This is an optimization exercise on Yosys and OpenROAD, whose aim is small area, not a production implementation. RTL that was checked went through simulation tests only; none was proved equivalent to the original. The RTL of runs 1 to 4 was laid out without a check of its function. Power is estimated from default activity; no workload was simulated. No driver is modelled on the clock port, so clocking that relies on it looks cheaper here than on a real chip.

==> flow/design.v <==
module top(clk, rst_n, in, valid_in, last_in, out, valid_out, last_out, ready);
	input wire clk, rst_n;
	input wire [32-1:0] in;
	input wire valid_in, last_in;
	output wire [32-1:0] out;
	output wire valid_out, last_out;
	output wire ready;
	reg busy;		 
	reg [4:0] n;		 
	reg [5:0] oc;		 
	reg ta, tb, la, lb;	 
	reg [32-1:0] xa, xb;	 
	reg y0;			 
	wire take = busy & valid_in;
	wire shift = tb | valid_out;
	wire [4:0] nb = tb ? n : 5'd0;
	assign ready = take;
	assign valid_out = (oc >= 6'd5);
	assign last_out = (oc == 6'd36);
always @(posedge clk) begin
	if (!rst_n) begin
		busy <= 1'b0;
		n <= 5'd0;
		oc <= 6'd0;
		ta <= 1'b0;
		tb <= 1'b0;
	end else begin
		if (!busy & valid_in)
			busy <= 1'b1;
		else if (take & last_in)
			busy <= 1'b0;
		if (tb)
			n <= lb ? 5'd0 : n + 5'd1;
		if (take & last_in)
			oc <= 6'd1;
		else if (oc == 6'd36)
			oc <= 6'd0;
		else if (oc != 6'd0)
			oc <= oc + 6'd1;
		ta <= take;
		tb <= ta;
	end
end
	function cmp11;
		input [10:0] a, b;
		input c;
		integer k;
		reg r;
		begin
			r = c;
			for (k = 0; k < 11; k = k + 1)
				r = (a[k] & ~b[k]) | ((a[k] | ~b[k]) & r);
			cmp11 = r;
		end
	endfunction
	function cmp10;
		input [9:0] a, b;
		input c;
		integer k;
		reg r;
		begin
			r = c;
			for (k = 0; k < 10; k = k + 1)
				r = (a[k] & ~b[k]) | ((a[k] | ~b[k]) & r);
			cmp10 = r;
		end
	endfunction
always @(posedge clk) begin
	la <= last_in;
	lb <= la;
	xa <= in;
	xb <= xa;
	y0 <= cmp11(xa[10:0], in[10:0], 1'b1);
end
	wire x0 = cmp11(xb[10:0], in[10:0], 1'b1);
	wire x1 = cmp11(xb[21:11], xa[21:11], y0);
	reg [32-1:0] q [0:31];
	reg [31:0] r0, r1;	 
	wire [32-1:0] v [0:31];
	wire [31:0] c0, c1, ge, h, s, l;
	genvar i;
	generate
		for (i = 0; i < 32; i = i + 1) begin : g_cell
			wire [32-1:0] d;
			assign v[i] = (i % 2) ? ~q[i] : q[i];
			assign c0[i] = cmp11(v[i][10:0], in[10:0], 1'b1);
			assign c1[i] = cmp11(v[i][21:11], xa[21:11], r0[i]);
			assign ge[i] = (i >= nb) | cmp10(v[i][31:22], xb[31:22], r1[i]);
			assign h[i] = ~(shift & ge[i]);
			if (i == 0) begin : b0
				assign s[0] = 1'b0;
				assign l[0] = shift & ge[0];
				assign d = ({32{h[0]}} & v[0]) | ({32{l[0]}} & xb);
				always @(posedge clk) begin
					r0[0] <= (h[0] & c0[0]) | (l[0] & x0);
					r1[0] <= (h[0] & c1[0]) | (l[0] & x1);
				end
			end else begin : bn
				assign s[i] = shift & ge[i] & ge[i-1];
				assign l[i] = shift & ge[i] & ~ge[i-1];
				assign d = ({32{h[i]}} & v[i]) | ({32{s[i]}} & v[i-1]) | ({32{l[i]}} & xb);
				always @(posedge clk) begin
					r0[i] <= (h[i] & c0[i]) | (s[i] & c0[i-1]) | (l[i] & x0);
					r1[i] <= (h[i] & c1[i]) | (s[i] & c1[i-1]) | (l[i] & x1);
				end
			end
			always @(posedge clk)
				q[i] <= (i % 2) ? ~d : d;
		end
	endgenerate
	assign out = v[31];
endmodule
==> flow/flow/run.sh <==
#!/bin/bash
# Layout flow: the standard flow, except that synthesis maps the logic with
# an area-oriented ABC script (flow/area.abc) instead of ORFS's speed script.
# Registers are untouched: synthesis is synth_recipe.tcl as given, with only the
# script argument of its abc call replaced.
set -euo pipefail
WORK=$(pwd)
{
	echo "proc abc {args} {"
	echo "  set i [lsearch -exact \$args -script]"
	echo "  if {\$i >= 0} { set args [lreplace \$args [expr {\$i + 1}] [expr {\$i + 1}] {$WORK/flow/area.abc}] }"
	echo "  yosys abc {*}\$args"
	echo "}"
	cat "$WORK/synth_recipe.tcl"
} > "$WORK/own_synth.tcl"
# synthesis with the area script
sed "s#SYNTH_SCRIPT=[^ ]*synth_recipe.tcl#SYNTH_SCRIPT=$WORK/own_synth.tcl#" standard.sh > own_synth.sh
bash own_synth.sh synth > "$WORK/synth.log" 2>&1
# the rest of the standard flow
bash standard.sh > "$WORK/layout.log" 2>&1
==> flow/flow/area.abc <==
&get -n
&st
&dch
&nf -R 1000
&st
&dch
&nf -R 1000
&put
topo
stime -c
==> flow/standard.sh <==
#!/bin/bash
# synth_recipe.tcl (not shown) runs the flow's synth.tcl, then flattens the netlist and writes it again
# the make line also repeats each setting of config.mk as NAME=value (left out here)
make -C /OpenROAD-flow-scripts/flow DESIGN_CONFIG=/design/flow/config.mk WORK_HOME=/design/flow/orfs CLKGATE_MAP_FILE= SYNTH_SCRIPT=/design/flow/synth_recipe.tcl "${@:-finish}"
==> flow/config.mk <==
export PLATFORM = sky130hd
export DESIGN_NAME = top
export DESIGN_NICKNAME = top
export VERILOG_FILES = /design/flow/design.v
export SDC_FILE = /design/flow/constraint.sdc
export NUM_CORES = 4
export LEC_CHECK = 0
export CAP_MARGIN = 20
export CORE_MARGIN = 2
export CORE_UTILIZATION = 40
export SLEW_MARGIN = 20
==> flow/constraint.sdc <==
create_clock -name core_clock -period 8.0 [get_ports {clk}]
set_input_delay 1.6000 -clock core_clock [delete_from_list [all_inputs] [get_ports {clk}]]
set_output_delay 1.6000 -clock core_clock [all_outputs]
set_load 0.01 [all_outputs]
==> results of run 1 <==
## routing by layer
| metal | up-vias | routed length (um) |
|---|---|---|
| met1 | 21110 | 61600 |
| met5 | - | 100 |
| met4 | 2 | 2380 |
| met2 | 896 | 65200 |
| met3 | 150 | 6010 |
| li1 | 21854 | - |
## path summary, 6_finish.rpt
kind | slack (ps) | cells after the start | startpoint | end
hold / removal | 320 | 0 | la | lb
setup reg to reg | 2590 | 17 | xb[23] | r0[17]
setup / recovery | 2170 | 15 | in[1] | r0[12]
hold reg to reg | 320 | 0 | la | lb
## per-stage QoR
step / util (%) / worst slack (ps) / std cells / hold slack, ps / area [sq um]
after floorplan: - / 240 / 5105 / 310 / 48600
after global placement: 44.0 / 1470 / 6969 / 312 / 52900
after detailed placement: 44.0 / 1470 / 6969 / 312 / 52900
after CTS: 47.6 / 2270 / 7204 / 323 / 57300
after global routing: 47.6 / 2120 / 7204 / 330 / 57300
final: 47.6 / 2170 / 7206 / 323 / 57300
## final cells by class
cell class | count | area, sq um | share of cell area, %
diodes | 2 | 5.00 | 0.00874
clock buffers | 210 | 4130 | 7.22
inverters | 123 | 462 | 0.806
well taps | 1612 | 2020 | 3.52
multi-input cells | 3815 | 24600 | 43.0
clock inverters | 25 | 248 | 0.433
flip-flops and latches | 1167 | 23700 | 41.4
repair buffers | 252 | 2070 | 3.61
## cell families (layout without fill, tap and decap cells)
| family | count (synthesis) | count (layout) | synth area share, % |
|---|---|---|---|
| flip-flops | 1167 | 1167 | 48.7 |
| buffers and inverters | 123 | 610 | 0.950 |
| AO/OA/AOI/OAI | 2665 | 2665 | 38.6 |
| AND/OR/NAND/NOR | 976 | 976 | 8.17 |
| adder cells (fa/ha/maj) | 169 | 169 | 3.51 |
| multiplexers | 1 | 1 | 0.0232 |
| other | 0 | 2 | 0 |
| XOR/XNOR | 4 | 4 | 0.0721 |
## synthesized netlist by cell type (53+ instances only)
cell type and instances:
dfxtp_1 1135, nor2_1 697, o21ai_0 618, a221oi_1 599, a22oi_1 596, o22ai_1 279, a21oi_1 246, maj3_1 164
nand2_1 146, clkinv_1 123, a221o_1 108, o2bb2ai_1 66, o221ai_1 53
## sequential cells by signal, indices dropped and copies added (netlist names), 5 cells and up, named ones only
signal  count
oc          6
r1         31
n           5
xb         32
xa         32
q         992
r0         31
## worst reg2reg max path, cell delays in order, from the launching register on
cell and delay (ps):
dfxtp_2 510, clkinv_1 510, buf_4 400, o22ai_1 180, a21oi_1 60, a221oi_1 240
o2bb2ai_1 120, maj3_1 360, maj3_1 360, maj3_1 370, maj3_1 380, a21oi_1 140
o21ai_0 100, buf_4 190, nand2_1 650, nor2_2 100, buf_4 270, a221o_1 350
## power breakdown
part	switching, uW	total, uW	internal (uW)
registers	2080	10400	8270
logic	2350	5330	2980
clock network	2370	6050	3690
==> out/metrics.yaml, run 1 <==
pwr:
  power_density_nw_per_um2: 380
  leakage_uw: 0.0201
  finalPower_uw: 21700
  vdd_ir_drop_max_v: 0.000226
synthesis:
  synthFlopType: "dfxtp_1"
  syn_avg_cell_area_sq_um: 9.52
  syn-instance-count: 5105
  synth_top_area_share_pct: 46.8
  yosysWarnings: 2
  syn_nets: 5146
  synthArstFlopShare_pct: 0
  synth-seq-cells: 1167
  syn_area_sq_um: 48600
  synth_area_leader_cell: "dfxtp_1"
  synthDistinctLibCells: 46
  yosysSeqAreaShare_pct: 48.7
  synth_area_leaders: "dfxtp_1 47%, a221oi_1 11%, a22oi_1 9.2%"
  synth_edf_count: 32
floorplanning:
  die_w_um: 353
  ios: 71
  initial_core_util_pct: 40.4
  coreArea_sq_um: 120000
  rows: 127
  dieHeight_um: 353
  die_area_sq_um: 124000
sta:
  finClkSkew_ps: 16.7
  rsz0062_at_grt: "no"
  relSlewSlack_pct: 30.5
  fin_crit_sh_pct: 72.8
  min_period_ps: 5830
  hold_viol: 0
  slew_viol_final: 0
  setup_viol: 0
  worst_slew_pin_slew_ps: 1040
  fmax_mhz: 172
  fin_tns_setup_ps: 0
clock_tree:
  clock_path_buffers: 3
  clk_latency_ps: 740
  hold_buffers: 0
  cts_buffers: 133
  numClockSinks: 1167
  cts.reportedPaths.clkPinSlew_ps: 60
  h-tree-depth: 4
  cts_tree: "done"
  clock-root-buffer: "clkbuf_16"
  ctsResizeCount: 0
  cts_setup_buffers: 0
global_routing:
  grt_use_met3_pct: 3.08
  grt.busiest_layer: "met2"
  grt_pass1_wl_um: 221000
  use_met2_pct: 37.1
  grtUsageMet1_pct: 26.5
  grt_max_degree: 61
  grtUsageTotal_pct: 21.0
  antenna_found_initial: 0
  gr-total-overflow: 0
  first_global_vias: 42461
run_status:
  status: "timing/DRC/antenna clean"
final_layout:
  n_fill_cell: 11731
  final_cell_mix: "1,125 x dfxtp_1, 661 x nor2_1, 616 x o21ai_0"
  nets: 5533
  final_common_cell: "dfxtp_1"
  area_growth_pct: 17.8
  layout-drive-gt1-share_pct: 7.89
critical_path:
  path_cells: "clkdlybuf4s50_1 > clkinv_1 > buf_4 > o22ai_1 > o21ai_0 > maj3_1 > maj3_1 > maj3_1 > maj3_1 > maj3_1 > maj3_1 > maj3_1 > maj3_1 > maj3_1 > a221o_1"
  crit_path_max_incr_delay_ps: 520
  end_kind: "flop"
  critPathLaunchType: "primary input"
  crit_top_cell: "maj3_1"
  cpMaxStageDelayCell: "clkdlybuf4s50_1"
  criticalPathCategory: "primary input to flop"
  path_max_fanout: 20
  cp_data_arrival_time_ps: 6440
  worstPathRequired_ps: 8610
  crit_family: "adder cells"
  crit_buf_inv: 3
place:
  io_buffer_count: 70
  dp_hpwl_um: 101000
  gp_congestion: 0.848
drt:
  drt_pass1_iterations: 6
  wl_per_cell_um: 18.8
  detail-route-antenna-nets: 0
  vias: 44012
  wirelength_um: 135000
  avgViaCountPerCell: 6.11
  drc: 0
  dr.first_iter.drc_count: 2957
hold_path:
  worstHoldPathType: "flop to flop"
run:
  maxCapViolations: 0
==> run 2: changes to the inputs <==
==> flow/config.mk (replaced) <==
export PLATFORM = sky130hd
export DESIGN_NAME = top
export DESIGN_NICKNAME = top
export VERILOG_FILES = /design/flow/design.v
export SDC_FILE = /design/flow/constraint.sdc
export NUM_CORES = 4
export LEC_CHECK = 0
export CAP_MARGIN = 10
export CORE_MARGIN = 2
export CORE_UTILIZATION = 60
export CTS_BUF_LIST = sky130_fd_sc_hd__clkbuf_4
export SLEW_MARGIN = 10
==> run 2 against run 1 <==
Against the previous run: die area decreased by 33%; global-route usage increased by 10 points; clock power decreased by 16%; utilization increased by 22 points; flip-flop and latch count unchanged; sequential power about the same; wire length decreased by 2.8%; synthesized area unchanged; maximum frequency increased by 3.9%; largest cell class unchanged.
==> out/metrics.yaml, run 2 <==
sta:
  worst_slew_pin_slew_ps: 1300
  slew_viol_final: 0
  hold_viol: 0
  setup_viol: 0
  fin_tns_setup_ps: 0
  rsz0062_at_grt: "no"
  fmax_mhz: 178
  min_period_ps: 5610
  relSlewSlack_pct: 12.4
  fin_crit_sh_pct: 70.1
  finClkSkew_ps: 66.5
  fin_hold_ws_ps: 326
critical_path:
  crit_buf_inv: 4
  worstPathRequired_ps: 8960
  reg2reg_to: "q[4][2]"
  reg2reg_depth: 18
  cp_data_arrival_time_ps: 6570
  cpMaxStageDelayCell: "clkinv_1"
  r2r_slack_ps: 2390
  path_cells: "clkinv_1 > buf_4 > o22ai_1 > a21oi_1 > a221oi_1 > o2bb2ai_1 > maj3_1 > maj3_1 > maj3_1 > maj3_1 > a21oi_1 > o21ai_0 > nand2_1 > buf_4 > nor2_2 > buf_4 > a22oi_1 > o21ai_0"
  crit_family: "buffers and inverters"
  crit_top_cell: "maj3_1"
  criticalPathCategory: "flop to flop"
  path_max_fanout: 36
  worst_r2r_startpoint: "xb[23]"
  crit_path_max_incr_delay_ps: 560
  end_kind: "flop"
  critPathLaunchType: "flop"
pwr:
  clkPwrFrac_pct: 24.6
  comb_power_share_pct: 25.7
  internal-power_uw: 14000
  power_density_nw_per_um2: 372
  vdd_ir_drop_max_v: 0.000202
  leakage_uw: 0.0202
  p_sw_uw: 6800
  p_sw_share_pct: 32.7
  p_seq_share_pct: 49.7
clock_tree:
  h-tree-depth: 5
  ctsResizeCount: 0
  clock-root-buffer: "clkbuf_4"
  cts_setup_buffers: 0
  cts_tree: "done"
  cts_buffers: 318
  hold_buffers: 0
  numClockSinks: 1167
  clk_latency_ps: 1180
  cts.reportedPaths.clkPinSlew_ps: 60
  clock_path_buffers: 4
synthesis:
  synth_top_cells_by_count: "1,135 x dfxtp_1, 697 x nor2_1, 618 x o21ai_0"
  synth_area_leaders: "dfxtp_1 47%, a221oi_1 11%, a22oi_1 9.2%"
  synth-seq-cells: 1167
  synth_area_leader_cell: "dfxtp_1"
  syn_nets: 5146
  synthFlopType: "dfxtp_1"
  syn_area_sq_um: 48600
  syn-instance-count: 5105
  yosysWarnings: 2
  yosysSeqAreaShare_pct: 48.7
  synth_edf_count: 32
  synth.most_common_cell: "dfxtp_1"
  synthArstFlopShare_pct: 0
  synth_top_area_share_pct: 46.8
  synthDistinctLibCells: 46
  syn_avg_cell_area_sq_um: 9.52
hold_path:
  hold_end: "xb[31]"
  hp-start: "xa[31]"
  min_path_cells: 0
  worstHoldPathType: "flop to flop"
drt:
  detail-route-antenna-nets: 0
  drc: 0
  vias: 45610
  wirelength_um: 132000
  wl_per_cell_um: 19.0
  dr.first_iter.drc_count: 2898
  avgViaCountPerCell: 6.59
  drt_pass1_iterations: 8
floorplanning:
  rows: 104
  die_w_um: 289
  coreArea_sq_um: 80400
  ios: 71
  initial_core_util_pct: 60.4
  dieHeight_um: 289
  die_area_sq_um: 83300
run_status:
  status: "timing/DRC/antenna clean"
final_layout:
  largest_reg_flops: 992
  final_common_cell: "dfxtp_1"
  multiInputGateArea_sq_um: 24600
  final_cell_mix: "1,125 x dfxtp_1, 661 x nor2_1, 616 x o21ai_0"
  nets: 5711
  seqCellArea_sq_um: 23700
  top_register: "q"
  area_growth_pct: 15.1
  layout-drive-gt1-share_pct: 12.4
  reg_top3: "q x992, xa x32, xb x32"
  n_fill_cell: 6777
run:
  maxCapViolations: 0
global_routing:
  antenna_found_initial: 2
  gr-total-overflow: 0
  grt_pass1_wl_um: 217000
  grtUsageTotal_pct: 31.1
  grt_max_degree: 67
  first_global_vias: 43773
place:
  gp_congestion: 0.876
  io_buffer_count: 70
  dp_hpwl_um: 95000
-- run 2: power groups by stage --
| stage | combinational (uW) | sequential, uW | clock [uW] |
|---|---|---|---|
| 2_1_floorplan | 4260 | 10000 | 0 |
| 3_3_place_gp | 5180 | 10300 | 0 |
| 3_5_place_dp | 5330 | 10400 | 0 |
| 4_1_cts | 5390 | 10300 | 5230 |
| 5_1_grt | 6160 | 10700 | 5550 |
| 6_report | 5360 | 10300 | 5110 |
-- run 2: stage by stage --
stage | util, % | cells | setup slack, ps | total power, uW | instance area [sq um]
after floorplan | - | 5105 | 240 | 14300 | 48600
after global placement | 64.8 | 6410 | 1600 | 15500 | 52100
after detailed placement | 64.8 | 6410 | 1540 | 15700 | 52100
after CTS | 69.5 | 6921 | 2460 | 20900 | 55900
after global routing | 69.5 | 6925 | 2160 | 22400 | 55900
final | 69.5 | 6925 | 2390 | 20800 | 55900
-- run 2: cells by family (layout without fill, tap and decap cells) --
family,after synthesis,count (layout),synth area share [%]
buf+inv,123,879,0.950
simple gates,976,976,8.17
fa+ha+maj,169,169,3.51
other cells,0,4,0
xor+xnor,4,4,0.0721
mux,1,1,0.0232
flops,1167,1167,48.7
compound gates,2665,2665,38.6
-- run 2: per-layer routing --
metal / wire length, um / vias to the layer above / track usage (%)
li1: - / 22363 / -
met5: 0 / - / 0
met2: 66100 / 1054 / 56.2
met3: 6130 / 222 / 5.16
met4: 2830 / 0 / 11.5
met1: 56500 / 21971 / 37.1
-- run 2: how the worst max path moves through the flow --
stage | slack [ps] | start | end | depth (start not counted)
2_1_floorplan | 240 | xb[23] | q[30][26] | 14
3_3_place_gp | 1600 | in[1] | r0[13] | 15
3_5_place_dp | 1540 | in[1] | r0[12] | 15
4_1_cts | 2460 | xb[23] | q[4][2] | 18
5_1_grt | 2160 | xb[23] | q[4][11] | 18
6_report | 2390 | xb[23] | q[4][2] | 18
-- run 2: layout make-up --
class                           count  area share [%]
Antenna cell                        4          0.0179
Clock buffer                      475            6.38
Clock inverter                     36           0.387
Inverter                          123           0.826
Multi-Input combinational cell   3815            44.1
Sequential cell                  1167            42.4
Tap cell                         1060            2.37
Timing Repair Buffer              245            3.60
==> run 3: changes to the inputs <==
--- a/flow/config.mk
+++ b/flow/config.mk
@@ -8,5 +8,6 @@
 export CAP_MARGIN = 10
 export CORE_MARGIN = 2
 export CORE_UTILIZATION = 60
-export CTS_BUF_LIST = sky130_fd_sc_hd__clkbuf_4
+export CTS_BUF_LIST = sky130_fd_sc_hd__clkbuf_8
+export CTS_CLUSTER_SIZE = 25
 export SLEW_MARGIN = 10
==> run 3 against run 2 <==
Against the previous run: sequential share of layout area about the same; sequential power about the same; via count down 1.4%; non-clock buffer count unchanged; final cell count down 2.4%; critical path depth down 3; design area about the same; clock skew down 30 ps; flip-flop and latch count unchanged; clock-buffer cell count down 233.
==> out/metrics.yaml, run 3 <==
floorplanning:
  coreArea_sq_um: 80400
  die_area_sq_um: 83300
  dieHeight_um: 289
  rows: 104
  ios: 71
  die_w_um: 289
  initial_core_util_pct: 60.4
critical_path:
  critPathLaunchType: "primary input"
  path_max_fanout: 20
  worstPathRequired_ps: 8740
  end_kind: "flop"
  criticalPathCategory: "primary input to flop"
  cp_data_arrival_time_ps: 6320
  reg2reg_depth: 17
sta:
  hold_viol: 0
  fmax_mhz: 179
  rsz0062_at_grt: "no"
  fin_tns_setup_ps: 0
  setup_viol: 0
  finClkSkew_ps: 36.8
  worst_slew_pin_slew_ps: 1330
  slew_viol_final: 0
  relSlewSlack_pct: 10.4
  fin_crit_sh_pct: 69.8
  min_period_ps: 5580
hold_path:
  min_path_cells: 0
  worstHoldPathType: "flop to flop"
clock_tree:
  clk_latency_ps: 870
  cts.reportedPaths.clkPinSlew_ps: 60
  numClockSinks: 1167
  hold_buffers: 0
  ctsResizeCount: 0
  clock-root-buffer: "clkbuf_8"
  cts_tree: "done"
  cts_setup_buffers: 0
  cts_buffers: 191
  clock_path_buffers: 3
  h-tree-depth: 4
synthesis:
  synth_area_leaders: "dfxtp_1 47%, a221oi_1 11%, a22oi_1 9.2%"
  synthFlopType: "dfxtp_1"
  synth.most_common_cell: "dfxtp_1"
  syn_area_sq_um: 48600
  synth_top_area_share_pct: 46.8
  yosysSeqAreaShare_pct: 48.7
  synth_edf_count: 32
  synth_area_leader_cell: "dfxtp_1"
  synth-seq-cells: 1167
  synthDistinctLibCells: 46
  syn_avg_cell_area_sq_um: 9.52
  syn_nets: 5146
  synth_top_cells_by_count: "1,135 x dfxtp_1, 697 x nor2_1, 618 x o21ai_0"
  synthArstFlopShare_pct: 0
  syn-instance-count: 5105
  yosysWarnings: 2
drt:
  dr.first_iter.drc_count: 2924
  drt_pass1_iterations: 6
  avgViaCountPerCell: 6.66
  drc: 0
  wl_per_cell_um: 19.4
  detail-route-antenna-nets: 0
  vias: 44978
  wirelength_um: 131000
final_layout:
  final_cell_mix: "1,125 x dfxtp_1, 661 x nor2_1, 616 x o21ai_0"
  reg_top3: "q x992, xa x32, xb x32"
  final_common_cell: "dfxtp_1"
  final_area_sq_um: 55900
  n_fill_cell: 6786
  area_growth_pct: 15.0
  largest_reg_flops: 992
  layout-drive-gt1-share_pct: 8.68
  nets: 5584
  top_register: "q"
pwr:
  vdd_ir_drop_max_v: 0.000230
  power_density_nw_per_um2: 371
  leakage_uw: 0.0201
place:
  io_buffer_count: 70
  gp_congestion: 0.876
  post_dp_cell_area_sq_um: 52100
  dp_hpwl_um: 95000
global_routing:
  grt_max_degree: 67
  first_global_vias: 42742
  antenna_found_initial: 1
  use_met2_pct: 56.0
  grtUsageTotal_pct: 31.0
  grtUsageMet1_pct: 37.5
  grt.busiest_layer: "met2"
  grt_use_met3_pct: 5.19
  grt_pass1_wl_um: 216000
  gr-total-overflow: 0
run_status:
  status: "timing/DRC/antenna clean"
run:
  maxCapViolations: 0
==> run 3: cell counts after synthesis <==
No cell type changed its count.
==> run 3: worst paths after layout <==
check	startpoint	end	slack (ps)
setup / recovery	in[1]	r0[13]	2420
hold reg to reg	xa[31]	xb[31]	330
setup reg to reg	xb[23]	r0[4]	2440
hold / removal	xa[31]	xb[31]	330
==> run 3: metrics by stage <==
stage	total power (uW)	hold WS (ps)	setup slack, ps	cells	utilization (%)
2_1_floorplan	14300	310	240	5105	-
3_3_place_gp	15500	310	1600	6410	64.8
3_5_place_dp	15700	315	1540	6410	64.8
4_1_cts	20800	322	2480	6751	69.5
5_1_grt	22300	323	2170	6756	69.5
6_report	20800	325	2420	6757	69.5
==> run 3: power breakdown <==
group          internal (uW)  total, uW  switching (uW)  leakage, uW
clock                   2720       5040            2320      0.00222
sequential              8270      10400            2080      0.00978
combinational           2980       5360            2380      0.00807
==> run 3: layer usage <==
layer  part of all wire, %  vias up
met5                     0        -
met4                   2.0        0
met3                   5.3      182
met2                    50     1092
met1                    43    21729
li1                      -    21975
==> run 3: cells by family (layout without fill, tap and decap cells) <==
kind of cell / after synthesis / after routing / synth area share (%)
xor gates and xnor gates: 4 / 4 / 0.0721
other: 0 / 6 / 0
DFF: 1167 / 1167 / 48.7
buffers and inverters: 123 / 709 / 0.950
muxes: 1 / 1 / 0.0232
AOI/OAI and AO/OA: 2665 / 2665 / 38.6
adders and majority gates: 169 / 169 / 3.51
and+or+nand+nor: 976 / 976 / 8.17
==> run 3: worst max-delay path: stages <==
cell	delay, ps
clkdlybuf4s50_1	480
clkinv_1	60
buf_4	220
o22ai_1	180
o21ai_0	120
maj3_1	380
maj3_1	360
maj3_1	390
maj3_1	370
maj3_1	370
maj3_1	360
maj3_1	370
maj3_1	370
maj3_1	380
a221o_1	290
==> run 3: layout make-up <==
cell class	instances	area (sq um)	share of cell area (%)
Inverter	123	462	0.826
Multi-Input combinational cell	3815	24600	44.1
Clock inverter	99	424	0.759
Antenna cell	6	15.0	0.0269
Clock buffer	242	3330	5.96
Sequential cell	1167	23700	42.4
Timing Repair Buffer	245	2010	3.60
Tap cell	1060	1330	2.37
==> run 4: changes to the inputs <==
--- a/flow/design.v
+++ b/flow/design.v
@@ -27,7 +27,7 @@
 	end else begin
 		if (!busy & valid_in)
 			busy <= 1'b1;
-		else if (take & last_in)
+		else if (ta & la)
 			busy <= 1'b0;
 		if (tb)
 			n <= lb ? 5'd0 : n + 5'd1;
@@ -90,7 +90,7 @@
 			if (i == 0) begin : b0
 				assign s[0] = 1'b0;
 				assign l[0] = shift & ge[0];
-				assign d = ({32{h[0]}} & v[0]) | ({32{l[0]}} & xb);
+				assign d = ({32{h[0]}} & q[0]) | ({32{l[0]}} & xb);
 				always @(posedge clk) begin
 					r0[0] <= (h[0] & c0[0]) | (l[0] & x0);
 					r1[0] <= (h[0] & c1[0]) | (l[0] & x1);
@@ -98,14 +98,14 @@
 			end else begin : bn
 				assign s[i] = shift & ge[i] & ge[i-1];
 				assign l[i] = shift & ge[i] & ~ge[i-1];
-				assign d = ({32{h[i]}} & v[i]) | ({32{s[i]}} & v[i-1]) | ({32{l[i]}} & xb);
+				assign d = ({32{h[i]}} & q[i]) | ({32{s[i]}} & ~q[i-1]) | ({32{l[i]}} & ((i % 2) ? ~xb : xb));
 				always @(posedge clk) begin
 					r0[i] <= (h[i] & c0[i]) | (s[i] & c0[i-1]) | (l[i] & x0);
 					r1[i] <= (h[i] & c1[i]) | (s[i] & c1[i-1]) | (l[i] & x1);
 				end
 			end
 			always @(posedge clk)
-				q[i] <= (i % 2) ? ~d : d;
+				q[i] <= d;
 		end
 	endgenerate
 	assign out = v[31];
--- a/flow/config.mk
+++ b/flow/config.mk
@@ -8,6 +8,7 @@
 export CAP_MARGIN = 10
 export CORE_MARGIN = 2
 export CORE_UTILIZATION = 60
-export CTS_BUF_LIST = sky130_fd_sc_hd__clkbuf_8
-export CTS_CLUSTER_SIZE = 25
+export CTS_BUF_LIST = sky130_fd_sc_hd__clkbuf_8 sky130_fd_sc_hd__clkbuf_16
+export CTS_CLUSTER_DIAMETER = 60
+export CTS_CLUSTER_SIZE = 40
 export SLEW_MARGIN = 10
==> run 4 against run 3 <==
Against the previous run: still clean on timing, DRC and antenna; sequential power is essentially flat; non-clock buffer count fell by 6; first-iteration DRC count is 8.9% higher; design area fell by 1.2%; largest power group unchanged.
==> out/metrics.yaml, run 4 <==
drt:
  dr.first_iter.drc_count: 3183
  drt_pass1_iterations: 6
  detail-route-antenna-nets: 0
  drc: 0
  wirelength_um: 134000
  wl_per_cell_um: 20.3
  vias: 45093
  avgViaCountPerCell: 6.83
global_routing:
  gr-total-overflow: 0
  grt_max_degree: 68
  first_global_vias: 42458
  antenna_found_initial: 1
  grt_pass1_wl_um: 218000
  grtUsageTotal_pct: 31.2
clock_tree:
  cts_tree: "done"
  clk_latency_ps: 680
  cts_setup_buffers: 0
  ctsResizeCount: 0
  cts_buffers: 83
  clock_path_buffers: 3
  cts.reportedPaths.clkPinSlew_ps: 100
  hold_buffers: 0
  h-tree-depth: 3
  numClockSinks: 1167
  clock-root-buffer: "clkbuf_16"
pwr:
  vdd_ir_drop_max_v: 0.000254
  leakage_uw: 0.0204
  power_density_nw_per_um2: 378
  finalPower_uw: 20900
synthesis:
  synth_area_leader_cell: "dfxtp_1"
  synth_edf_count: 32
  syn_avg_cell_area_sq_um: 9.46
  synth_top_area_share_pct: 46.6
  yosysWarnings: 2
  synth_area_leaders: "dfxtp_1 47%, o221ai_1 11%, a22oi_1 8.1%"
  synth_top_family_by_area: "compound AO/OA/AOI/OAI gates"
  syn_nets: 5194
  synthFlopType: "dfxtp_1"
  synth.most_common_cell: "dfxtp_1"
  muxShareOfSynthArea_pct: 0.0411
  synth-xor-area-share_pct: 0.0898
  synthAdderAreaFrac_pct: 2.71
  syn_area_sq_um: 48800
  synth_compound_area_share_pct: 38.7
  synthArstFlopShare_pct: 0
  yosysSeqAreaShare_pct: 48.6
  yosys.area_share.simple_pct: 8.98
  synthDistinctLibCells: 46
  synth_top_cells_by_count: "1,135 x dfxtp_1, 720 x nand2_1, 604 x o221ai_1"
  synth-seq-cells: 1167
  syn-instance-count: 5153
critical_path:
  end_kind: "flop"
  path_max_fanout: 17
  critPathLaunchType: "primary input"
  cp_data_arrival_time_ps: 6380
  criticalPathCategory: "primary input to flop"
  worstPathRequired_ps: 8560
final_layout:
  reg_top3: "q x992, xa x32, xb x32"
  diodes: 0
  nets: 5518
  area_growth_pct: 13.2
  largest_reg_flops: 992
  final_cell_mix: "1,125 x dfxtp_1, 719 x nand2_1, 604 x o221ai_1"
  layout-drive-gt1-share_pct: 6.36
  final_common_cell: "dfxtp_1"
  top_register: "q"
sta:
  relSlewSlack_pct: 19.0
  slew_viol_final: 0
  finClkSkew_ps: 36.2
  fin_ws_ps: 2180
  hold_viol: 0
  min_period_ps: 5820
  fin_crit_sh_pct: 72.7
  fmax_mhz: 172
  setup_viol: 0
  worst_slew_pin_slew_ps: 1220
  rsz0062_at_grt: "no"
  fin_tns_setup_ps: 0
floorplanning:
  die_area_sq_um: 83600
  initial_core_util_pct: 60.5
  coreArea_sq_um: 80500
  dieHeight_um: 289
  ios: 71
  rows: 104
  die_w_um: 289
run_status:
  status: "timing/DRC/antenna clean"
place:
  dp_hpwl_um: 96500
  place_ws_ps: 1520
  gp_congestion: 0.867
  io_buffer_count: 70
hold_path:
  worstHoldPathType: "flop to flop"
run:
  maxCapViolations: 0
-- run 4: routing by layer --
metal  track usage [%]  share of wire [%]  vias up
met4              9.02                2.3        0
met3              3.06                4.8      183
li1                  -                  -    21881
met1              39.6                 44    21850
met2              56.3                 49     1179
met5                 0                  0        -
-- run 4: logic make-up (layout without fill, tap and decap cells) --
logic type,after synthesis,count (layout)
adders and majority gates,131,131
muxes,2,2
xor gates and xnor gates,5,5
and+or+nand+nor,1072,1072
DFF,1167,1167
AOI/OAI and AO/OA,2658,2658
buffers and inverters,118,512
-- run 4: final cells by class --
type | instances | area [sq um]
Clock buffer | 84 | 2090
Inverter | 118 | 443
Clock inverter | 71 | 982
Multi-Input combinational cell | 3868 | 24700
Sequential cell | 1167 | 23700
Timing Repair Buffer | 239 | 1980
Fill cell | 6705 | 25300
Tap cell | 1060 | 1330
-- run 4: through the flow --
stage          instance area, sq um  hold WS (ps)  cells  utilization (%)
3_3_place_gp                  52100           310   6451             64.7
6_report                      55200           331   6607             68.6
5_1_grt                       55200           334   6607             68.6
4_1_cts                       55200           330   6606             68.5
3_5_place_dp                  52100           312   6451             64.7
2_1_floorplan                 48800           310   5153                -
-- run 4: final timing paths --
| path | from | endpoint | slack (ps) | cells past startpoint |
|---|---|---|---|---|
| max | in[0] | r0[11] | 2180 | 15 |
| min | xa[27] | xb[27] | 330 | 0 |
| max reg2reg | xb[23] | q[16][2] | 2580 | 15 |
| min reg2reg | xa[27] | xb[27] | 330 | 0 |
-- run 4: power by group --
part | total (uW) | internal, uW | leakage (uW) | switching, uW
Combinational | 5440 | 3050 | 0.00906 | 2380
Sequential | 10700 | 8420 | 0.00984 | 2300
Clock | 4720 | 2280 | 0.00147 | 2430
-- run 4: critical path: stages --
cell and delay, ps:
clkdlybuf4s50_1 480, clkinv_1 60, buf_4 220, o22ai_1 150, o21ai_0 110, maj3_1 370, maj3_1 420, maj3_1 380
maj3_1 380, maj3_1 360, maj3_1 370, maj3_1 360, maj3_1 370, maj3_1 400, a221o_1 350
==> run 5: changes to the inputs <==
==> flow/design.v (replaced) <==
module top(clk, rst_n, in, valid_in, last_in, out, valid_out, last_out, ready);
	input wire clk, rst_n;
	input wire [32-1:0] in;
	input wire valid_in, last_in;
	output wire [32-1:0] out;
	output wire valid_out, last_out;
	output wire ready;
	reg busy;		 
	reg [4:0] n;		 
	reg [5:0] oc;		 
	reg ta, la;		 
	reg [32-1:0] xa;	 
	wire take = busy & valid_in;
	wire shift = ta | valid_out;
	wire [4:0] nb = ta ? n : 5'd0;
	assign ready = take;
	assign valid_out = (oc >= 6'd5);
	assign last_out = (oc == 6'd36);
always @(posedge clk) begin
	if (!rst_n) begin
		busy <= 1'b0;
		n <= 5'd0;
		oc <= 6'd0;
		ta <= 1'b0;
	end else begin
		if (!busy & valid_in)
			busy <= 1'b1;
		else if (ta & la)
			busy <= 1'b0;
		if (ta)
			n <= la ? 5'd0 : n + 5'd1;
		if (take & last_in)
			oc <= 6'd1;
		else if (oc == 6'd36)
			oc <= 6'd0;
		else if (oc != 6'd0)
			oc <= oc + 6'd1;
		ta <= take;
	end
end
	function cmp16;
		input [15:0] a, b;
		input c;
		integer k;
		reg r;
		begin
			r = c;
			for (k = 0; k < 16; k = k + 1)
				r = (a[k] & ~b[k]) | ((a[k] | ~b[k]) & r);
			cmp16 = r;
		end
	endfunction
always @(posedge clk) begin
	la <= last_in;
	xa <= in;
end
	wire x0 = cmp16(xa[15:0], in[15:0], 1'b1);
	reg [32-1:0] q0;			 
	reg [32-1:0] q [1:31];		 
	wire [32-1:0] qo [0:31];		 
	reg [31:0] r0;		 
	wire [32-1:0] v [0:31];
	wire [31:0] c0, ge, h, s, l;
	genvar i;
	generate
		for (i = 0; i < 32; i = i + 1) begin : g_cell
			wire [32-1:0] d;
			assign v[i] = ((i + 1) % 2) ? ~qo[i] : qo[i];
			assign c0[i] = cmp16(v[i][15:0], in[15:0], 1'b1);
			assign ge[i] = (i >= nb) | cmp16(v[i][31:16], xa[31:16], r0[i]);
			assign h[i] = ~(shift & ge[i]);
			if (i == 0) begin : b0
				assign s[0] = 1'b0;
				assign l[0] = shift & ge[0];
				assign qo[0] = q0;
				assign d = ({32{h[0]}} & q0) | ({32{l[0] & ta}} & ~xa);
				always @(posedge clk) begin
					q0 <= d;
					r0[0] <= (h[0] & c0[0]) | (l[0] & x0);
				end
			end else begin : bn
				assign s[i] = shift & ge[i] & ge[i-1];
				assign l[i] = shift & ge[i] & ~ge[i-1];
				assign qo[i] = q[i];
				assign d = ({32{h[i]}} & q[i]) | ({32{s[i]}} & ~qo[i-1]) | ({32{l[i]}} & (((i + 1) % 2) ? ~xa : xa));
				always @(posedge clk) begin
					q[i] <= d;
					r0[i] <= (h[i] & c0[i]) | (s[i] & c0[i-1]) | (l[i] & x0);
				end
			end
		end
	endgenerate
	assign out = v[31];
endmodule
--- a/flow/flow/run.sh
+++ b/flow/flow/run.sh
@@ -1,6 +1,7 @@
 #!/bin/bash
 # Layout flow: the standard flow, except that synthesis maps the logic with
-# an area-oriented ABC script (flow/area.abc) instead of ORFS's speed script.
+# an area-oriented ABC script (flow/area.abc) instead of ORFS's speed script,
+# and the clock tree uses fewer, smaller buffers.
 # Registers are untouched: synthesis is synth_recipe.tcl as given, with only the
 # script argument of its abc call replaced.
 set -euo pipefail
@@ -16,5 +17,7 @@
 # synthesis with the area script
 sed "s#SYNTH_SCRIPT=[^ ]*synth_recipe.tcl#SYNTH_SCRIPT=$WORK/own_synth.tcl#" standard.sh > own_synth.sh
 bash own_synth.sh synth > "$WORK/synth.log" 2>&1
-# the rest of the standard flow
+# the rest of the standard flow; clock tree with large clusters of flip-flops
+# on clkbuf_8 leaves and no dummy loads
+export CTS_ARGS="-sink_clustering_enable -repair_clock_nets -sink_clustering_size 20 -sink_clustering_max_diameter 60 -buf_list sky130_fd_sc_hd__clkbuf_8 -dont_use_dummy_load"
 bash standard.sh > "$WORK/layout.log" 2>&1
==> flow/config.mk (replaced) <==
export PLATFORM = sky130hd
export DESIGN_NAME = top
export DESIGN_NICKNAME = top
export VERILOG_FILES = /design/flow/design.v
export SDC_FILE = /design/flow/constraint.sdc
export NUM_CORES = 4
export LEC_CHECK = 0
export CAP_MARGIN = 10
export CORE_MARGIN = 2
export CORE_UTILIZATION = 65
export SLEW_MARGIN = 10
==> run 5 against run 4 <==
Against the previous run: worst hold slack better by 120 ps; first-iteration DRC count down 0.28%; critical path depth up 3; die area decreased by 12%; final cell count is 5.6% lower; sequential share of layout area up 0.71 points; power fell by 16%.
==> out/metrics.yaml, run 5 <==
run:
  maxCapViolations: 0
synthesis:
  syn_area_sq_um: 46400
  yosysWarnings: 2
  synth-xor-area-share_pct: 0.0943
  synthAdderAreaFrac_pct: 2.23
  syn-instance-count: 4999
  synth_top_family_by_area: "compound AO/OA/AOI/OAI gates"
  synthDistinctLibCells: 45
  synth.most_common_cell: "dfxtp_1"
  synth_area_leader_cell: "dfxtp_1"
  yosysSeqAreaShare_pct: 47.5
  muxShareOfSynthArea_pct: 0.0216
  yosys.area_share.simple_pct: 8.52
  synth_edf_count: 0
  synth-seq-cells: 1101
  synthFlopType: "dfxtp_1"
  synth_compound_area_share_pct: 41.1
  syn_nets: 5040
  synthArstFlopShare_pct: 0
  syn_avg_cell_area_sq_um: 9.29
  synth_area_leaders: "dfxtp_1 47%, o221ai_1 10%, a22oi_1 9.9%"
  synth_top_cells_by_count: "1,101 x dfxtp_1, 681 x o21ai_0, 669 x nand2_1"
  synth_top_area_share_pct: 47.5
critical_path:
  critPathLaunchType: "primary input"
  worstPathRequired_ps: 8580
  end_kind: "flop"
  cp_data_arrival_time_ps: 6950
  criticalPathCategory: "primary input to flop"
  path_max_fanout: 30
clock_tree:
  hold_buffers: 0
  cts_buffers: 74
  clock_path_buffers: 3
  ctsResizeCount: 0
  numClockSinks: 1101
  cts_tree: "done"
  cts.reportedPaths.clkPinSlew_ps: 110
  h-tree-depth: 3
  clock-root-buffer: "clkbuf_8"
  clk_latency_ps: 720
  cts_setup_buffers: 0
global_routing:
  first_global_vias: 40835
  antenna_found_initial: 2
  grtUsageTotal_pct: 31.4
  gr-total-overflow: 0
  grt_pass1_wl_um: 200000
  grt_max_degree: 69
sta:
  fin_tns_setup_ps: 0
  slew_viol_final: 0
  fin_crit_sh_pct: 79.6
  worst_slew_pin_slew_ps: 1220
  fmax_mhz: 157
  setup_viol: 0
  rsz0062_at_grt: "no"
  relSlewSlack_pct: 17.7
  min_period_ps: 6370
  hold_viol: 0
  finClkSkew_ps: 68.6
  fin_ws_ps: 1630
drt:
  wl_per_cell_um: 19.1
  dr.first_iter.drc_count: 3174
  avgViaCountPerCell: 6.96
  vias: 43439
  drt_pass1_iterations: 6
  drc: 0
  detail-route-antenna-nets: 0
  wirelength_um: 119000
place:
  io_buffer_count: 70
  place_ws_ps: 914
  gp_congestion: 0.865
  dp_hpwl_um: 87500
pwr:
  leakage_uw: 0.0183
  power_density_nw_per_um2: 345
  vdd_ir_drop_max_v: 0.000223
final_layout:
  n_fill_cell: 5704
  area_growth_pct: 8.93
  nets: 5340
  largest_reg_flops: 992
  final_util_pct: 71.8
  layout-drive-gt1-share_pct: 4.97
  final_common_cell: "dfxtp_1"
  final_cell_mix: "1,085 x dfxtp_1, 679 x o21ai_0, 669 x nand2_1"
  multiInputGateArea_sq_um: 24200
  seqCellArea_sq_um: 22100
  reg_top3: "q x992, q0 x32, xa x32"
  top_register: "q"
floorplanning:
  initial_core_util_pct: 66.0
  dieHeight_um: 271
  ios: 71
  die_w_um: 271
  coreArea_sq_um: 70400
  die_area_sq_um: 73600
  rows: 97
run_status:
  status: "timing/DRC/antenna clean"
hold_path:
  worstHoldPathType: "flop to flop"
## run 5: kinds of logic (layout without fill, tap and decap cells)
group	count (synthesis)	in the layout
XOR/XNOR	5	5
multiplexers	1	1
AND/OR/NAND/NOR	982	982
other	0	1
AO/OA/AOI/OAI	2733	2733
flip-flops	1101	1101
adder cells (fa/ha/maj)	102	102
buffers and inverters	75	373
## run 5: report_power, final
part | switching, uW | internal [uW]
logic | 2190 | 2780
clock network | 1680 | 837
registers | 2110 | 7830
## run 5: metrics by stage
step           std cells  total power (uW)  cell area [sq um]  hold WS [ps]
5_1_grt             6238             18700              50600           477
2_1_floorplan       4999             13500              46400           438
3_5_place_dp        6162             14900              49500           463
3_3_place_gp        6162             14700              49500           454
4_1_cts             6236             17400              50600           448
6_report            6238             17400              50600           454
## run 5: area by class of cell
cell class	count	share of cell area, %
inverter	75	0.557
timing repair buffer	224	3.69
tap	940	2.33
sequential	1101	43.6
clock buffer	74	2.01
multi-input combinational	3823	47.8
antenna	1	0.00495
## run 5: final timing paths
check                               start        end  slack (ps)  cells after the start
worst max-delay path                in[3]     r0[10]        1630                     18
worst min-delay path            q[14][15]  q[15][15]         450                      1
worst max register to register     xa[16]  q[26][22]        2420                     18
worst min register to register  q[14][15]  q[15][15]         450                      1
## run 5: metal layers
layer | vias up | wire (um) | global-route usage (%)
met2 | 1036 | 60800 | 58.3
li1 | 21198 | - | -
met3 | 128 | 5890 | 3.54
met4 | 0 | 1740 | 6.84
met5 | - | 0 | 0
met1 | 21077 | 51000 | 39.0
## run 5: critical path, cell delays in order
cell,delay (ps)
clkdlybuf4s50_1,490
clkinv_1,100
buf_4,250
a221oi_1,290
o2bb2ai_1,140
maj3_1,420
maj3_1,370
maj3_1,360
maj3_1,370
maj3_1,360
maj3_1,360
maj3_1,360
maj3_1,370
maj3_1,370
maj3_1,370
nor2b_1,140
a21oi_1,120
o21ai_0,100
==> run 6: changes to the inputs <==
--- a/flow/flow/run.sh
+++ b/flow/flow/run.sh
@@ -18,6 +18,6 @@
 sed "s#SYNTH_SCRIPT=[^ ]*synth_recipe.tcl#SYNTH_SCRIPT=$WORK/own_synth.tcl#" standard.sh > own_synth.sh
 bash own_synth.sh synth > "$WORK/synth.log" 2>&1
 # the rest of the standard flow; clock tree with large clusters of flip-flops
-# on clkbuf_8 leaves and no dummy loads
-export CTS_ARGS="-sink_clustering_enable -repair_clock_nets -sink_clustering_size 20 -sink_clustering_max_diameter 60 -buf_list sky130_fd_sc_hd__clkbuf_8 -dont_use_dummy_load"
+# on clkbuf_16 leaves and no dummy loads
+export CTS_ARGS="-sink_clustering_enable -repair_clock_nets -sink_clustering_size 30 -sink_clustering_max_diameter 100 -buf_list sky130_fd_sc_hd__clkbuf_16 -dont_use_dummy_load"
 bash standard.sh > "$WORK/layout.log" 2>&1
--- a/flow/config.mk
+++ b/flow/config.mk
@@ -7,5 +7,5 @@
 export LEC_CHECK = 0
 export CAP_MARGIN = 10
 export CORE_MARGIN = 2
-export CORE_UTILIZATION = 65
+export CORE_UTILIZATION = 70
 export SLEW_MARGIN = 10
==> run 6 against run 5 <==
Against the previous run: design area is 0.17% lower; critical path type unchanged; die area is 7.0% lower; register-to-register slack worse by 180 ps; final cell count is 1.8% lower; largest power group unchanged; synthesized area stayed put; power is 0.75% higher; worst hold slack better by 21 ps; still clean; via count is 0.64% higher; largest cell class unchanged; utilization is 4.9 points higher; clock-buffer cell count is 32 lower.
==> out/metrics.yaml, run 6 <==
critical_path:
  reg2reg_depth: 18
  critPathLaunchType: "primary input"
  crit_path_max_incr_delay_ps: 480
  path_depth: 19
  crit_buf_inv: 2
  path_cells: "clkdlybuf4s50_1 > clkinv_1 > a22oi_1 > a21oi_1 > a221oi_1 > o2bb2ai_1 > maj3_1 > maj3_1 > maj3_1 > maj3_1 > maj3_1 > maj3_1 > maj3_1 > maj3_1 > maj3_1 > maj3_1 > nor2b_1 > a21oi_1 > o21ai_0"
  cpMaxStageDelayCell: "clkdlybuf4s50_1"
  path_max_fanout: 3
  criticalPathCategory: "primary input to flop"
  crit_family: "adder cells"
  crit_top_cell: "maj3_1"
  cp_data_arrival_time_ps: 6970
  end_kind: "flop"
  worstPathRequired_ps: 8500
synthesis:
  synthFlopType: "dfxtp_1"
  synth.most_common_cell: "dfxtp_1"
  syn_nets: 5040
  synth-seq-cells: 1101
  synthDistinctLibCells: 45
  syn_area_sq_um: 46400
  syn_avg_cell_area_sq_um: 9.29
  synth_compound_area_share_pct: 41.1
  yosysWarnings: 2
  synth_top_family_by_area: "compound AO/OA/AOI/OAI gates"
  synth-xor-area-share_pct: 0.0943
  synth_edf_count: 0
  yosysSeqAreaShare_pct: 47.5
  synthArstFlopShare_pct: 0
  syn-instance-count: 4999
  synth_top_area_share_pct: 47.5
  synthAdderAreaFrac_pct: 2.23
  synth_top_cells_by_count: "1,101 x dfxtp_1, 681 x o21ai_0, 669 x nand2_1"
  yosys.area_share.simple_pct: 8.52
  synth_area_leader_cell: "dfxtp_1"
  synth_area_leaders: "dfxtp_1 47%, o221ai_1 10%, a22oi_1 9.9%"
  muxShareOfSynthArea_pct: 0.0216
floorplanning:
  coreArea_sq_um: 65700
  ios: 71
  initial_core_util_pct: 70.6
  rows: 94
  die_area_sq_um: 68400
  die_w_um: 262
  dieHeight_um: 262
final_layout:
  final_cells: 6126
  final_common_cell: "dfxtp_1"
  nets: 5305
  layout-drive-gt1-share_pct: 4.33
  n_fill_cell: 4978
  top_register: "q"
  reg_top3: "q x992, q0 x32, xa x32"
  diodes: 0
  final_cell_mix: "1,085 x dfxtp_1, 679 x o21ai_0, 669 x nand2_1"
  area_growth_pct: 8.74
  largest_reg_flops: 992
pwr:
  power_density_nw_per_um2: 348
  vdd_ir_drop_max_v: 0.000239
  leakage_uw: 0.0183
global_routing:
  first_global_vias: 41410
  use_met2_pct: 63.2
  gr-total-overflow: 0
  grt.busiest_layer: "met2"
  grt_use_met3_pct: 3.40
  antenna_found_initial: 1
  grt_pass1_wl_um: 198000
  grtUsageTotal_pct: 33.9
  grt_max_degree: 69
  grtUsageMet1_pct: 41.3
drt:
  drt_pass1_iterations: 8
  drc: 0
  wl_per_cell_um: 19.4
  vias: 43719
  detail-route-antenna-nets: 0
  wirelength_um: 119000
  dr.first_iter.drc_count: 3723
  avgViaCountPerCell: 7.14
clock_tree:
  h-tree-depth: 2
  clk_latency_ps: 640
  clock_path_buffers: 3
  cts_buffers: 42
  ctsResizeCount: 0
  cts.reportedPaths.clkPinSlew_ps: 110
  cts_tree: "done"
  hold_buffers: 0
  numClockSinks: 1101
  cts_setup_buffers: 0
  clock-root-buffer: "clkbuf_16"
hold_path:
  worstHoldPathType: "flop to flop"
  min_path_cells: 1
sta:
  rsz0062_at_grt: "no"
  setup_viol: 0
  relSlewSlack_pct: 17.4
  worst_slew_pin_slew_ps: 1240
  finClkSkew_ps: 28.0
  fmax_mhz: 154
  slew_viol_final: 0
  min_period_ps: 6470
  fin_crit_sh_pct: 80.9
  fin_tns_setup_ps: 0
  hold_viol: 0
place:
  dp_hpwl_um: 85900
  io_buffer_count: 70
  placed_cells: 6083
  gp_congestion: 0.865
run:
  maxCapViolations: 0
run_status:
  status: "timing/DRC/antenna clean"
run 6: layout make-up:
type	count	area, sq um	area share (%)
sequential	1101	22100	43.7
timing repair buffer	221	1840	3.65
tap	864	1080	2.14
clock buffer	42	1050	2.08
inverter	75	282	0.558
multi-input combinational	3823	24200	47.9
run 6: metal layers:
layer | vias up | share of wire (%)
met5 | - | 0.011
met4 | 2 | 1.7
met3 | 161 | 5.4
met2 | 1243 | 51
met1 | 21194 | 42
li1 | 21119 | -
run 6: final timing paths:
check             startpoint        end  slack (ps)
hold / removal     q[22][16]  q[23][16]         470
setup reg to reg      xa[16]   q[26][2]        2240
hold reg to reg    q[22][16]  q[23][16]         470
setup / recovery       in[2]     r0[10]        1530
run 6: cell families (layout without fill, tap and decap cells):
family | count (synthesis) | in the layout
AND/OR/NAND/NOR | 982 | 982
adder cells (fa/ha/maj) | 102 | 102
buffers and inverters | 75 | 338
AO/OA/AOI/OAI | 2733 | 2733
XOR/XNOR | 5 | 5
multiplexers | 1 | 1
flip-flops | 1101 | 1101
run 6: per-stage QoR:
stage	cell area (sq um)	utilization [%]	hold slack [ps]	total power (uW)	worst slack (ps)
after floorplan	46400	-	438	13500	0.742
after global placement	49400	75.2	454	14700	872
after detailed placement	49400	75.2	464	15000	933
after CTS	50500	76.8	476	17500	1560
after global routing	50500	76.8	496	18800	1340
final	50500	76.8	474	17600	1530
run 6: worst register-to-register path, delay by kind of cell (launching register included):
kind	cells	cell delay [ps]
buffers and inverters	1	70
AND/OR/NAND/NOR	3	960
flip-flops	1	340
AO/OA/AOI/OAI	8	2090
adder cells (fa/ha/maj)	6	2180
run 6: power by group:
group | switching (uW) | leakage (uW) | internal [uW]
Clock | 1640 | 0.000518 | 954
Combinational | 2220 | 0.00853 | 2780
Sequential | 2130 | 0.00927 | 7830
Total | 5990 | 0.0183 | 11600
==> run 7: changes to the inputs <==
--- a/flow/design.v
+++ b/flow/design.v
@@ -50,30 +50,36 @@
 			cmp16 = r;
 		end
 	endfunction
+	reg p;
+always @(posedge clk) begin
+	if (!rst_n)
+		p <= 1'b0;
+	else
+		p <= ~p;
+end
 always @(posedge clk) begin
 	la <= last_in;
-	xa <= in;
+	xa <= in ^ {32{~p}};
 end
-	wire x0 = cmp16(xa[15:0], in[15:0], 1'b1);
+	wire [15:0] inp = in[15:0] ^ {16{p}};	 
+	wire x0 = cmp16(xa[15:0], inp, ~p);
 	reg [32-1:0] q0;			 
 	reg [32-1:0] q [1:31];		 
 	wire [32-1:0] qo [0:31];		 
 	reg [31:0] r0;		 
-	wire [32-1:0] v [0:31];
 	wire [31:0] c0, ge, h, s, l;
 	genvar i;
 	generate
 		for (i = 0; i < 32; i = i + 1) begin : g_cell
 			wire [32-1:0] d;
-			assign v[i] = ((i + 1) % 2) ? ~qo[i] : qo[i];
-			assign c0[i] = cmp16(v[i][15:0], in[15:0], 1'b1);
-			assign ge[i] = (i >= nb) | cmp16(v[i][31:16], xa[31:16], r0[i]);
+			assign c0[i] = cmp16(qo[i][15:0], inp, ~p);
+			assign ge[i] = (i >= nb) | (p ^ cmp16(qo[i][31:16], xa[31:16], ~r0[i]));
 			assign h[i] = ~(shift & ge[i]);
 			if (i == 0) begin : b0
 				assign s[0] = 1'b0;
 				assign l[0] = shift & ge[0];
 				assign qo[0] = q0;
-				assign d = ({32{h[0]}} & q0) | ({32{l[0] & ta}} & ~xa);
+				assign d = ~(({32{h[0]}} & q0) | ({32{l[0] & ta}} & xa));
 				always @(posedge clk) begin
 					q0 <= d;
 					r0[0] <= (h[0] & c0[0]) | (l[0] & x0);
@@ -82,7 +88,7 @@
 				assign s[i] = shift & ge[i] & ge[i-1];
 				assign l[i] = shift & ge[i] & ~ge[i-1];
 				assign qo[i] = q[i];
-				assign d = ({32{h[i]}} & q[i]) | ({32{s[i]}} & ~qo[i-1]) | ({32{l[i]}} & (((i + 1) % 2) ? ~xa : xa));
+				assign d = ~(({32{h[i]}} & q[i]) | ({32{s[i]}} & qo[i-1]) | ({32{l[i]}} & xa));
 				always @(posedge clk) begin
 					q[i] <= d;
 					r0[i] <= (h[i] & c0[i]) | (s[i] & c0[i-1]) | (l[i] & x0);
@@ -90,5 +96,5 @@
 			end
 		end
 	endgenerate
-	assign out = v[31];
+	assign out = q[31] ^ {32{p}};
 endmodule
==> flow/flow/area.abc (replaced) <==
&get -n
&st
&dch
&nf -R 1000
&put
topo
stime -c
==> run 7 against run 6 <==
Against the previous run: critical path depth is 1 higher; clock-buffer cell count unchanged; maximum frequency is 18% lower; global-route usage fell by 2.4 points; via count is 14% lower; critical path type unchanged; largest cell class unchanged.
==> out/metrics.yaml, run 7 <==
sta:
  finClkSkew_ps: 40.8
  fin_tns_setup_ps: 0
  relSlewSlack_pct: 19.8
  slew_viol_final: 0
  min_period_ps: 7850
  rsz0062_at_grt: "yes"
  hold_viol: 0
  fmax_mhz: 127
  worst_slew_pin_slew_ps: 1200
  fin_crit_sh_pct: 98.2
  setup_viol: 0
final_layout:
  reg_top3: "q x992, q0 x32, xa x32"
  final_common_cell: "dfxtp_1"
  diodes: 0
  layout-drive-gt1-share_pct: 7.68
  largest_reg_flops: 992
  nets: 4172
  top_register: "q"
  final_cell_mix: "1,094 x dfxtp_1, 969 x a222oi_1, 755 x maj3_1"
  area_growth_pct: 10.2
  final_area_sq_um: 50000
clock_tree:
  cts_buffers: 42
  h-tree-depth: 2
  hold_buffers: 0
  clk_latency_ps: 630
  numClockSinks: 1102
  cts.reportedPaths.clkPinSlew_ps: 110
  clock-root-buffer: "clkbuf_16"
  clock_path_buffers: 3
  cts_tree: "done"
drt:
  wirelength_um: 109000
  drt_pass1_iterations: 11
  detail-route-antenna-nets: 0
  wl_per_cell_um: 21.8
  avgViaCountPerCell: 7.52
  dr.first_iter.drc_count: 6013
  vias: 37464
  drc: 0
global_routing:
  grt_pass1_wl_um: 183000
  first_global_vias: 37180
  grtUsageTotal_pct: 31.5
  grt_max_degree: 50
  gr-total-overflow: 0
  antenna_found_initial: 0
critical_path:
  criticalPathCategory: "primary input to flop"
  critPathLaunchType: "primary input"
  crit_buf_inv: 3
  end_kind: "flop"
  cp_data_arrival_time_ps: 8360
  path_max_fanout: 16
  path_cells: "clkdlybuf4s50_1 > xnor2_2 > buf_12 > buf_4 > maj3_1 > maj3_1 > maj3_1 > maj3_1 > maj3_1 > maj3_1 > maj3_1 > maj3_1 > maj3_1 > maj3_1 > maj3_1 > maj3_1 > maj3_1 > maj3_1 > maj3_2 > a221o_1"
  cp-startpoint: "in[1]"
  cpMaxStageDelayCell: "clkdlybuf4s50_1"
  worst_r2r_startpoint: "xa[17]"
  crit_family: "adder cells"
  worstPathRequired_ps: 8510
  crit_path_max_incr_delay_ps: 440
  crit_top_cell: "maj3_1"
floorplanning:
  rows: 93
  initial_core_util_pct: 70.7
  ios: 71
  die_w_um: 259
  die_area_sq_um: 66900
  coreArea_sq_um: 64200
  dieHeight_um: 259
place:
  gp_congestion: 0.880
  post_dp_cell_area_sq_um: 48900
  io_buffer_count: 70
  dp_hpwl_um: 79900
pwr:
  p_sw_uw: 5650
  p_sw_share_pct: 31.9
  leakage_uw: 0.0167
  power_density_nw_per_um2: 354
  internal-power_uw: 12100
  clkPwrFrac_pct: 14.5
  p_seq_share_pct: 53.4
  finalPower_uw: 17700
  comb_power_share_pct: 32.1
  vdd_ir_drop_max_v: 0.000317
synthesis:
  synth_area_leaders: "dfxtp_1 49%, a222oi_1 21%, maj3_1 17%"
  synthFlopType: "dfxtp_1"
  synth_top_cells_by_count: "1,102 x dfxtp_1, 969 x a222oi_1, 759 x maj3_1"
  synth_area_leader_cell: "dfxtp_1"
  yosysWarnings: 2
  synthDistinctLibCells: 41
  synthArstFlopShare_pct: 0
  syn_area_sq_um: 45400
  synth_edf_count: 0
  synth.most_common_cell: "dfxtp_1"
  syn-instance-count: 3844
  syn_avg_cell_area_sq_um: 11.8
  yosysSeqAreaShare_pct: 48.6
  syn_nets: 3885
  synth_top_area_share_pct: 48.6
  synth-seq-cells: 1102
run_status:
  status: "timing/DRC/antenna clean"
run:
  maxCapViolations: 0
hold_path:
  hp-start: "q[30][25]"
  worstHoldPathType: "flop to flop"
run 7: cell types whose count changed after synthesis, sizes merged, moves of 99 or more:
cell,previous run,this run
a222oi,5,969
maj3,97,759
o21ai,681,28
nand2,669,111
a22oi,612,64
o221ai,533,1
o22ai,311,73
nor2,198,67
a21oi,221,119
clkinv,75,174
run 7: worst paths after layout:
path / end / slack (ps) / cells past startpoint
worst min-delay path: q[31][25] / 470 / 1
worst max-delay path: r0[30] / 150 / 20
worst min register to register: q[31][25] / 470 / 1
worst max register to register: q[18][8] / 700 / 25
run 7: layout make-up:
type                    instances  area [sq um]
multi-input cells            2568         23100
flip-flops and latches       1102         22100
fillers                      4333         14200
repair buffers                243          2110
well taps                     855          1070
clock buffers                  42          1050
inverters                     174           658
run 7: worst register-to-register path, stage by stage (launching register included):
cell	delay [ps]
dfxtp_2	570
buf_4	260
o22ai_1	100
a21oi_1	130
a21oi_1	60
maj3_1	360
maj3_1	360
maj3_1	360
maj3_1	370
maj3_1	370
maj3_1	360
maj3_1	360
maj3_1	360
maj3_1	360
maj3_1	370
maj3_1	370
maj3_1	380
o21ai_0	100
o2bb2ai_1	160
xor2_1	200
nand3_1	150
nand2_1	110
buf_4	330
nor2_2	80
buf_4	240
a222oi_1	300
run 7: metal layers:
metal	up-vias	GRT usage (%)	share of wire (%)
met5	-	0	0
met4	0	8.37	1.6
met3	131	3.37	5.6
met2	1163	59.8	52
met1	18448	37.5	41
li1	17722	-	-
run 7: power by group through the flow:
stage               Clock, uW  Sequential [uW]  Combinational, uW
floorplan                   0             9230               4470
global placement            0             9360               5430
detailed placement          0             9540               5640
CTS                      2600             9400               5680
global route             2800             9750               6280
finish                   2560             9460               5680
run 7: cells by family after synthesis:
| family | count (synthesis) | synth area share, % |
|---|---|---|
| AOI/OAI and AO/OA | 1429 | 28.4 |
| DFF | 1102 | 48.6 |
| adders and majority gates | 764 | 16.9 |
| and+or+nand+nor | 274 | 2.73 |
| buffers and inverters | 174 | 1.44 |
| xor gates and xnor gates | 100 | 1.93 |
| muxes | 1 | 0.0248 |
run 7: repair_timing:
action | CTS | global route
resized for setup | 0 | 11
endpoints found under the hold margin | 0 | 0
setup buffers | 0 | 1
endpoints found under the setup margin | 0 | 24
run 7: metrics by stage:
step | hold slack, ps | utilization, % | setup WS [ps] | std cells
final | 468 | 77.9 | 147 | 4984
after global routing | 484 | 77.9 | -25.0 | 4984
after CTS | 467 | 77.8 | 61.1 | 4982
after detailed placement | 450 | 76.1 | -539 | 4940
after global placement | 436 | 76.1 | -540 | 4940
after floorplan | 427 | - | -79.6 | 3844
==> run 8: changes to the inputs <==
==> flow/flow/area.abc (replaced) <==
&get -n
&st
&dch -f
&nf -R 1000
&st
&dch -f
&nf -R 1000
&st
&dch -f
&nf -R 1000
&put
topo
stime -c
==> run 8 against run 7 <==
Against the previous run: critical path depth rose by 1; synthesized area fell by 0.31%; maximum frequency rose by 15%; first-iteration DRC count rose by 2.0%; design area fell by 0.52%; global-route usage rose by 0.32 points; power rose by 1.3%; final cell count rose by 5.4%; register-to-register slack improved by 1000 ps; flip-flop and latch count did not move; clock skew fell by 9.5 ps; utilization fell by 0.40 points; highest routed layer unchanged.
==> out/metrics.yaml, run 8 <==
run_status:
  status: "timing/DRC/antenna clean"
pwr:
  p_sw_uw: 5930
  p_sw_share_pct: 33.1
  leakage_uw: 0.0171
  comb_power_share_pct: 31.8
  clkPwrFrac_pct: 14.4
  power_density_nw_per_um2: 360
  finalPower_uw: 17900
  vdd_ir_drop_max_v: 0.000303
  internal-power_uw: 12000
  p_seq_share_pct: 53.9
synthesis:
  synth_edf_count: 0
  synth_top_area_share_pct: 48.7
  synth_area_leaders: "dfxtp_1 49%, a222oi_1 19%, maj3_1 8.0%"
  syn_avg_cell_area_sq_um: 11.0
  syn_area_sq_um: 45300
  yosysWarnings: 2
  synthArstFlopShare_pct: 0
  synth.most_common_cell: "dfxtp_1"
  synth_area_leader_cell: "dfxtp_1"
  syn_nets: 4157
  synthDistinctLibCells: 41
  synth_top_cells_by_count: "1,102 x dfxtp_1, 876 x a222oi_1, 364 x maj3_1"
  yosysSeqAreaShare_pct: 48.7
  synth-seq-cells: 1102
  synthFlopType: "dfxtp_1"
  syn-instance-count: 4116
place:
  io_buffer_count: 70
  place_ws_ps: 586
  gp_congestion: 0.874
  dp_hpwl_um: 81200
critical_path:
  crit_path_max_incr_delay_ps: 500
  crit_top_cell: "maj3_1"
  worst_r2r_startpoint: "xa[16]"
  path_cells: "clkdlybuf4s50_1 > clkinv_1 > nand2_1 > buf_4 > o221ai_1 > a21oi_1 > a221oi_1 > nor2_1 > a221oi_1 > o21ai_0 > maj3_1 > maj3_1 > maj3_1 > maj3_1 > maj3_1 > maj3_1 > maj3_1 > maj3_1 > buf_4 > a22oi_1 > o21ai_0"
  reg2reg_depth: 23
  cp-startpoint: "in[0]"
  reg2reg_to: "q[23][1]"
  worstPathRequired_ps: 8510
  path_max_fanout: 24
  end_kind: "flop"
  cpMaxStageDelayCell: "maj3_1"
  cp_data_arrival_time_ps: 7350
  r2r_slack_ps: 1730
  criticalPathCategory: "primary input to flop"
  critPathLaunchType: "primary input"
sta:
  fin_ws_ps: 1160
  rsz0062_at_grt: "no"
  finClkSkew_ps: 31.3
  relSlewSlack_pct: 20.5
  setup_viol: 0
  hold_viol: 0
  worst_slew_pin_slew_ps: 1190
  fin_crit_sh_pct: 85.5
  fmax_mhz: 146
  slew_viol_final: 0
  min_period_ps: 6840
final_layout:
  nets: 4442
  final_common_cell: "dfxtp_1"
  n_fill_cell: 4570
  reg_top3: "q x992, q0 x32, xa x32"
  largest_reg_flops: 992
  layout-drive-gt1-share_pct: 6.68
  diodes: 0
  top_register: "q"
  final_util_pct: 77.5
  final_cell_mix: "1,100 x dfxtp_1, 876 x a222oi_1, 364 x maj3_1"
  multiInputGateArea_sq_um: 23300
  seqCellArea_sq_um: 22100
  area_growth_pct: 9.95
global_routing:
  antenna_found_initial: 0
  gr-total-overflow: 0
  grt_max_degree: 62
  grt_pass1_wl_um: 186000
  grtUsageTotal_pct: 31.8
  first_global_vias: 38012
drt:
  wirelength_um: 111000
  detail-route-antenna-nets: 0
  vias: 40024
  drc: 0
  dr.first_iter.drc_count: 6131
  wl_per_cell_um: 21.1
  drt_pass1_iterations: 12
  avgViaCountPerCell: 7.62
clock_tree:
  clk_latency_ps: 630
  cts.reportedPaths.clkPinSlew_ps: 110
  cts_tree: "done"
  ctsResizeCount: 0
  numClockSinks: 1102
  h-tree-depth: 2
  clock-root-buffer: "clkbuf_16"
  cts_buffers: 42
  cts_setup_buffers: 0
  hold_buffers: 0
  clock_path_buffers: 3
hold_path:
  min_path_cells: 1
  hold_end: "q[17][10]"
  hp-start: "q[17][10]"
  worstHoldPathType: "flop to flop"
floorplanning:
  dieHeight_um: 258
  initial_core_util_pct: 70.5
  coreArea_sq_um: 64200
  rows: 93
  ios: 71
  die_area_sq_um: 66700
  die_w_um: 258
run:
  maxCapViolations: 0
-- run 8: changes by cell type in the layout (fill, tap and decap cells not counted), sizes merged, moves of 93 or more --
| cell | change |
|---|---|
| o21ai | +114 |
| a222oi | -93 |
| a21oi | +172 |
| clkinv | -115 |
| a22o | +95 |
| o22ai | +176 |
| maj3 | -395 |
| nand2 | +123 |
-- run 8: cells by family after synthesis --
family	Yosys count	synth area share, %
DFF	1102	48.7
and+or+nand+nor	435	3.97
muxes	2	0.0470
xor gates and xnor gates	96	1.86
AOI/OAI and AO/OA	2053	36.7
buffers and inverters	59	0.489
adders and majority gates	369	8.19
-- run 8: power by group through the flow --
| stage | sequential (uW) | combinational, uW | clock [uW] |
|---|---|---|---|
| after floorplan | 9400 | 4490 | 0 |
| after global placement | 9620 | 5480 | 0 |
| after global routing | 9960 | 6330 | 2800 |
| after detailed placement | 9730 | 5660 | 0 |
| after CTS | 9600 | 5700 | 2620 |
| final | 9660 | 5700 | 2580 |
-- run 8: area by class of cell --
class	instances	area share [%]
sequential	1102	44.3
clock buffer	42	2.11
timing repair buffer	241	4.16
inverter	59	0.445
tap	855	2.15
multi-input combinational	2955	46.8
-- run 8: critical path, delay by kind of cell --
kind | cells | cell delay, ps
buffers and inverters | 4 | 1180
AO/OA/AOI/OAI | 7 | 1180
AND/OR/NAND/NOR | 2 | 310
adder cells (fa/ha/maj) | 8 | 3070
-- run 8: worst max path at each step --
stage	to	slack, ps	depth (start not counted)
floorplan	r0[1]	-100	17
global placement	r0[4]	690	19
detailed placement	r0[30]	590	21
CTS	r0[30]	1230	21
global route	r0[30]	780	21
finish	r0[30]	1160	21
-- run 8: layer usage --
metal | routed length, um | vias to the layer above | global-route usage (%)
met5 | 0 | - | 0
met4 | 1540 | 0 | 7.53
met3 | 5790 | 104 | 3.09
met2 | 57100 | 1121 | 58.9
met1 | 46400 | 19739 | 39.7
li1 | - | 19060 | -
-- run 8: through the flow --
step	area, sq um	std cells	setup TNS [ps]	hold slack (ps)
2_1_floorplan	45300	4116	-95.4	419
3_3_place_gp	48700	5209	0	435
3_5_place_dp	48700	5209	0	443
4_1_cts	49700	5251	0	462
5_1_grt	49800	5254	0	478
6_report	49800	5254	0	462
